From an optimization exercise on the open Yosys and OpenROAD flow, aimed at small area; shortcuts taken in it are not production practice.
Where RTL was checked, it was by simulation tests only, not by an equivalence proof against the original.
The clock input has no modelled driver; a real chip could not lean on it and would need a root buffer or a full tree.
Power is estimated from default activity; no workload was simulated.

## v4
==> flow/design.v <==
module ALD_miami(
    SW,
    RST_N,
    CLOCK_50,
    LEDR
);
input [7:1]SW;
input RST_N;
input CLOCK_50;
output [6:0]LEDR;
wire clk = CLOCK_50;
wire rst = RST_N;
reg [5:0] rung;
wire r0  = (rung == 6'd0);
wire r1  = (rung == 6'd1);
wire r2  = (rung == 6'd2);
wire r6  = (rung == 6'd6);
wire r7  = (rung == 6'd7);
wire r38 = (rung == 6'd38);
reg started;                 
reg mstart, vacpumps, mfc, tok;
reg ps0, ps1, ps2;           
reg tonp1_in, trig11, trig21, trig71, trig81;
reg [3:0] cyc_acc;           
reg cyc_ep;                  
reg SV1, SV4, VV1, VV2, heaterson, reactorheater, mfcwater;
assign LEDR = {mfcwater, reactorheater, heaterson, VV2, VV1, SV4, SV1};
reg [38:0] ring1;
reg [12:0] ring2;
reg [12:0] ring3;
reg cy1, cy2, cy3;
wire seg_tonp1  = (rung <= 6'd10);
wire seg_tvac1  = (rung >= 6'd11) & (rung <= 6'd22);
wire seg_twater = (rung >= 6'd23) & (rung <= 6'd33);
wire seg_tpvac  = (rung >= 6'd34) & (rung <= 6'd37);
wire first1     = r0 | (rung == 6'd11) | (rung == 6'd23) | (rung == 6'd34);
wire act1       = ~r38;
wire en1  = (seg_tonp1 & tonp1_in) | (seg_tvac1 & trig11) | (seg_twater & trig21) | (seg_tpvac & mstart);
wire sat1 = seg_tvac1 ? (ring1[11] & ring1[2] & ring1[1]) :
            seg_tpvac ? (ring1[3] & ring1[1] & ring1[0]) :
                        (ring1[10] & ring1[1] & ring1[0]);
wire old1 = ring1[0] & started;
wire cin1 = first1 ? ~(sat1 & started) : cy1;
wire nb1  = act1 ? (en1 & (old1 ^ cin1)) : svac1_n;
wire act2   = (rung >= 6'd13) & (rung <= 6'd25);
wire first2 = (rung == 6'd13);
wire sat2   = ring2[12] & ring2[3] & ring2[0];
wire cin2   = first2 ? ~sat2 : cy2;
wire nb2    = act2 ? (trig71 & (ring2[0] ^ cin2)) : ring2[0];
wire act3   = (rung >= 6'd15) & (rung <= 6'd24);
wire first3 = (rung == 6'd15);
wire sat3   = ring3[9] & ring3[1];
wire old3   = ring3[0] & started;
wire cin3   = first3 ? ~(sat3 & started) : cy3;
wire nb3    = act3 ? (tok & (old3 ^ cin3)) :
              r0   ? (SW[2] | cyc_dn) :
              r1   ? ~SW[7] :
              r38  ? svac2_n : ring3[0];
always @(posedge clk) begin
    ring1 <= {nb1, ring1[38:1]};
    ring2 <= {nb2, ring2[12:1]};
    ring3 <= {nb3, ring3[12:1]};
    cy1 <= old1 & cin1;
    cy2 <= ring2[0] & cin2;
    cy3 <= old3 & cin3;
end
wire tonp1_ge   = ring1[11] & ring1[2];      
wire tonp1_b0   = ring1[1];
wire tvac1_ge   = ring1[23] & ring1[14];     
wire tvac1_b0   = ring1[12];
wire twater_ge  = ring1[34] & ring1[25];     
wire twater_b0  = ring1[24];
wire tvacw_ge   = ring2[0] & ring2[4];       
wire tvacw_b0   = ring2[1];
wire tvacw_ge3  = ring2[0] & (ring2[4] | (ring2[3] & ring2[2] & ring2[1]));  
wire tpvac_sat  = ring1[30] & ring1[28] & ring1[27] & started;
wire pulse_sat  = ring3[4] & ring3[9];
wire svac1      = ring1[0];
wire mstop_r2   = ring3[11];
wire mstop      = ring3[1];
wire heat       = ring3[2];
wire svac2      = ring3[0];
wire svac1_n    = trig11 & ~tvac1_ge;
wire svac2_n    = trig71 & ~tvacw_ge3;
wire startpos  = ps1 & ~ps2;
wire sv11      = tonp1_in & ~tonp1_ge;
wire sv1_start = tonp1_ge & ~tonp1_b0;
wire tonp1_n   = (trig81 & ~cyc_ep) | ps1 | sv11;
wire trig11_n  = sv1_start | (trig11 & ~startpos & ~trig81);
wire trig21_n  = (tvac1_ge & tvac1_b0) | (trig21 & ~startpos & ~trig81);
wire sw_tt     = trig21 & ~twater_ge;
wire trig71_n  = (trig21_n & twater_ge & ~twater_b0) | (trig71 & ~startpos & ~trig81);
wire trig81_n  = tvacw_ge & ~tvacw_b0;
wire cyc_res   = cyc_acc[3] & cyc_acc[1] & cyc_acc[0];
wire cyc_full  = cyc_acc[3] & cyc_acc[1] & ~cyc_acc[0];
wire cyc_dn    = cyc_ep & ~cyc_res;
wire cyc_inc   = trig81 & ~cyc_full;
wire [3:0] cyc_acc31 = cyc_res ? 4'd0 : cyc_acc + {3'd0, cyc_inc};
wire cyc_full31 = cyc_acc31[3] & cyc_acc31[1];
always @(posedge clk) begin
    if (r7) ps0 <= tok & ~pulse_sat;
end
always @(posedge clk or negedge rst) begin
    if (rst == 1'b0) begin
        rung <= 6'd0;
        started <= 1'b0;
        mstart <= 1'b0;
        vacpumps <= 1'b0; mfc <= 1'b0; tok <= 1'b0;
        ps1 <= 1'b0; ps2 <= 1'b0;
        tonp1_in <= 1'b0; trig11 <= 1'b0; trig21 <= 1'b0; trig71 <= 1'b0; trig81 <= 1'b0;
        cyc_acc <= 4'd0; cyc_ep <= 1'b0;
        SV1 <= 1'b0; SV4 <= 1'b0; VV1 <= 1'b0; VV2 <= 1'b0;
        heaterson <= 1'b0; reactorheater <= 1'b0; mfcwater <= 1'b0;
    end
    else begin
        rung <= r38 ? 6'd0 : rung + 6'd1;
        if (r2) mstart <= (~SW[1] & ~SW[3]) | (mstart & ~SW[2] & ~mstop_r2);
        if (r6) mfc <= mstart & (~SW[5] | (SW[6] & mfc));
        if (r7) begin
            tok <= mstart & (~SW[4] | tok);
            vacpumps <= mstart & (~tpvac_sat | (vacpumps & ~tok));
        end
        if (r38) begin
            started <= 1'b1;
            ps1 <= ps0; ps2 <= ps1;
            tonp1_in <= tonp1_n;
            trig11 <= trig11_n;
            trig21 <= trig21_n;
            trig71 <= trig71_n;
            trig81 <= trig81_n;
            cyc_acc <= startpos ? 4'd11 : cyc_acc31;
            cyc_ep <= trig81 ? cyc_full31 : cyc_dn;
            SV1 <= mstart & sv11;
            SV4 <= mstart & sw_tt;
            VV1 <= mstart & (vacpumps | svac1);
            VV2 <= mstart & (vacpumps | svac2);
            heaterson <= heat;
            reactorheater <= (mstart | reactorheater) & ~mstop;
            mfcwater <= mfc;
        end
    end
end
endmodule
clock: 50.0 ns
lec_check: 0
cap_margin: 20
core_margin: 2
core_utilization: 40
slew_margin: 20
run.sh (not shown) runs the stock make flow with config.mk's settings and CLKGATE_MAP_FILE= SYNTH_SCRIPT=/design/flow/synth_recipe.tcl, a recipe that flattens the netlist after the stock synthesis.
v4 was carried through to the last stage, and its layout satisfied the timing, DRC and antenna checks.
Here is what was changed in the inputs of v22 compared with v4.
==> flow/flow/run.sh (new file) <==
#!/bin/bash
# The standard layout with two ORFS settings changed:
#  - the port buffers are the smallest buffer (buf_1) rather than the default
#  - clock tree synthesis inserts no dummy loads
set -euo pipefail
bash standard.sh \
  BUFFER_PORTS_ARGS="-buffer_cell sky130_fd_sc_hd__buf_1" \
  CTS_ARGS="-sink_clustering_enable -repair_clock_nets -dont_use_dummy_load" \
  finish > standard.log 2>&1
==> flow/standard.sh (new file) <==
#!/bin/bash
# synth_recipe.tcl (not shown) runs the flow's synth.tcl, then flattens the netlist and writes it again
# the make line also repeats each setting of config.mk as NAME=value (left out here)
make -C /OpenROAD-flow-scripts/flow DESIGN_CONFIG=/design/flow/config.mk WORK_HOME=/design/flow/orfs CLKGATE_MAP_FILE= SYNTH_SCRIPT=/design/flow/synth_recipe.tcl "${@:-finish}"
removed: flow/run.sh
[summary]
- Diff v4 -> v22: sequential share of cell area higher, layout overhead on the synthesized area lower.
- v22 vs. v4: count of clock-buffer cells in the layout down 2; post-synthesis compound-gate area fraction flat.
## Diff of input files: v25 against v22
-- flow/flow/run.sh --
<<< v22, line 7
  BUFFER_PORTS_ARGS="-buffer_cell sky130_fd_sc_hd__buf_1" \
  CTS_ARGS="-sink_clustering_enable -repair_clock_nets -dont_use_dummy_load" \
  finish > standard.log 2>&1
>>> v25, line 7
  BUFFER_PORTS_ARGS="-buffer_cell sky130_fd_sc_hd__buf_1" \
  CTS_ARGS="-sink_clustering_enable -repair_clock_nets -dont_use_dummy_load -root_buf sky130_fd_sc_hd__clkbuf_8 -buf_list sky130_fd_sc_hd__clkbuf_4" \
  finish > standard.log 2>&1
--- outcome ---
- v22 -> v25: filler cell count in the final layout delta 0, exact match
- v25 against v22: synthesized cell count did not really move, length of routed wiring on met1 roughly the same, post-route total power flat, fraction of the cycle the final worst path needs now sits at about the same level, combined buffer and inverter count along the critical path closely matched the old numbers.
- Taking v22 as the reference, in v25 clock period minus worst slack neither gained nor lost much; part of the power in the clock network neither gained nor lost much.
What v50 does differently from v25 at the input level:
- CTS_CLUSTER_DIAMETER newly set to 500
- CTS_BUF_LIST newly set to sky130_fd_sc_hd__clkbuf_8
- CTS_CLUSTER_SIZE newly set to 100
==> flow/run.sh (new file) <==
#!/bin/bash
# synth_recipe.tcl (not shown) runs the flow's synth.tcl, then flattens the netlist and writes it again
# the make line also repeats each setting of config.mk as NAME=value (left out here)
make -C /OpenROAD-flow-scripts/flow DESIGN_CONFIG=/design/flow/config.mk WORK_HOME=/design/flow/orfs CLKGATE_MAP_FILE= SYNTH_SCRIPT=/design/flow/synth_recipe.tcl finish
removed: flow/flow/run.sh
removed: flow/standard.sh
==> notes.md <==
Re die area: no difference whatsoever between v25 and v50. Iteration-0 DRC count of the detailed router went down by more than a quarter going from v25 to v50. v50 vs. v25: count of clock-buffer cells in the layout went up by 2. Re utilization: v50 is 2.1 points up on v25. Per the comparison of v50 with v25, portion of total power attributed to the clock network went up, achievable clock frequency went down.


Setup of run A:
ALD_miami, a different RTL version from the one above (not shown whole).
Size: ~300 cells after synthesis, about 99 flip-flops, ~16 I/O pins, roughly 0.0033 mm^2 of cells after synthesis.
clock: 50.0 ns
lec_check: 0
cap_margin: 20
core_margin: 2
core_utilization: 65
place_density: 0.75
slew_margin: 20
standard.sh (not shown) runs the stock make flow with config.mk's settings and CLKGATE_MAP_FILE= SYNTH_SCRIPT=/design/flow/synth_recipe.tcl, a recipe that flattens the netlist after the stock synthesis.
==> flow/flow/run.sh <==
#!/bin/bash
# The standard layout, except:
#  - the port buffers are the smallest buffer (buf_1) rather than the default
#  - the clock tree is built by flow/mycts.tcl: the clock port drives three
#    clkbuf_16, each driving a third of the flip-flops, split by position
set -euo pipefail
P="BUFFER_PORTS_ARGS=-buffer_cell sky130_fd_sc_hd__buf_1"
bash standard.sh "$P" place > standard_place.log 2>&1
bash standard.sh "$P" run RUN_SCRIPT=$PWD/flow/mycts.tcl RUN_LOG_NAME_STEM=4_1_cts \
  MYCTS_NBUF=3 MYCTS_BUF=sky130_fd_sc_hd__clkbuf_16 MYCTS_CLKNET=CLOCK_50 > mycts.log 2>&1
bash standard.sh "$P" finish > standard_finish.log 2>&1
Other scripts of this flow, unchanged in this note and not shown: flow/flow/mycts.tcl
Run A was carried through to the last stage, and its layout satisfied the timing, DRC and antenna checks.
Changes in run B relative to run A:
Settings: a deleted PLACE_DENSITY that had been 0.75; a change of CORE_UTILIZATION from 65 to 40.
--- outcome ---
On period utilization, run A and run B are neck and neck. Diff run A -> run B | fmax | decrease of about 0.34%. Run B against run A; height of the die is up by more than a quarter. The global-route met3 utilization reported for run B is smaller than that of run A by 0.27 points. Diff run A..run B | cell-internal power | negligible.
Modified inputs, run C compared to run B
Settings: changing CAP_MARGIN from 20 to 0; changing SLEW_MARGIN from 20 to 0.
==> comparison <==
From run B to run C the numbers moved as follows: total area of multi-input combinational cells ~0 delta; power about even.
Going from run B to run C, fmax flat, number of pins exceeding their max-slew limit in the final report flat.
No functional check of the RTL was part of any run of this note. No run of this note takes its clock network from TritonCTS; it comes from the design's own scripts or RTL.

what the ideal ports hide:
In the flow no input, the clock included, has a driving cell. The finished layouts below were timed again as built, in two steps.
Step 1: set_driving_cell puts a clkbuf_16 on CLOCK_50 and a buf_2 on each other input, an assumption about the parent block.
Step 2 also shifts input and output timing later by t, the mid clock arrival at the registers, as if the neighbouring blocks saw the same clock.
a / b / c = ideal / step 1 / step 2; a / b = the first two.
run	shift t [ns]	slack for setup (ns)	latest minus earliest clock arrival (ns)
v4	0.380	38.740 / 38.712 / 39.092	0.012 / 0.012
v22	0.369	39.117 / 39.088 / 39.388	0.021 / 0.022
v25	0.369	39.117 / 39.088 / 39.388	0.021 / 0.022
v50	0.380	38.740 / 38.712 / 39.092	0.012 / 0.012
run A	0.226	39.301 / 39.243 / 39.403	0.017 / 0.017
run B	0.230	39.265 / 39.203 / 39.394	0.011 / 0.012
run C	0.231	39.274 / 39.212 / 39.394	0.013 / 0.013
After both steps setup and hold are still met in every run listed. The worst setup slack also covers recovery checks on asynchronous resets.
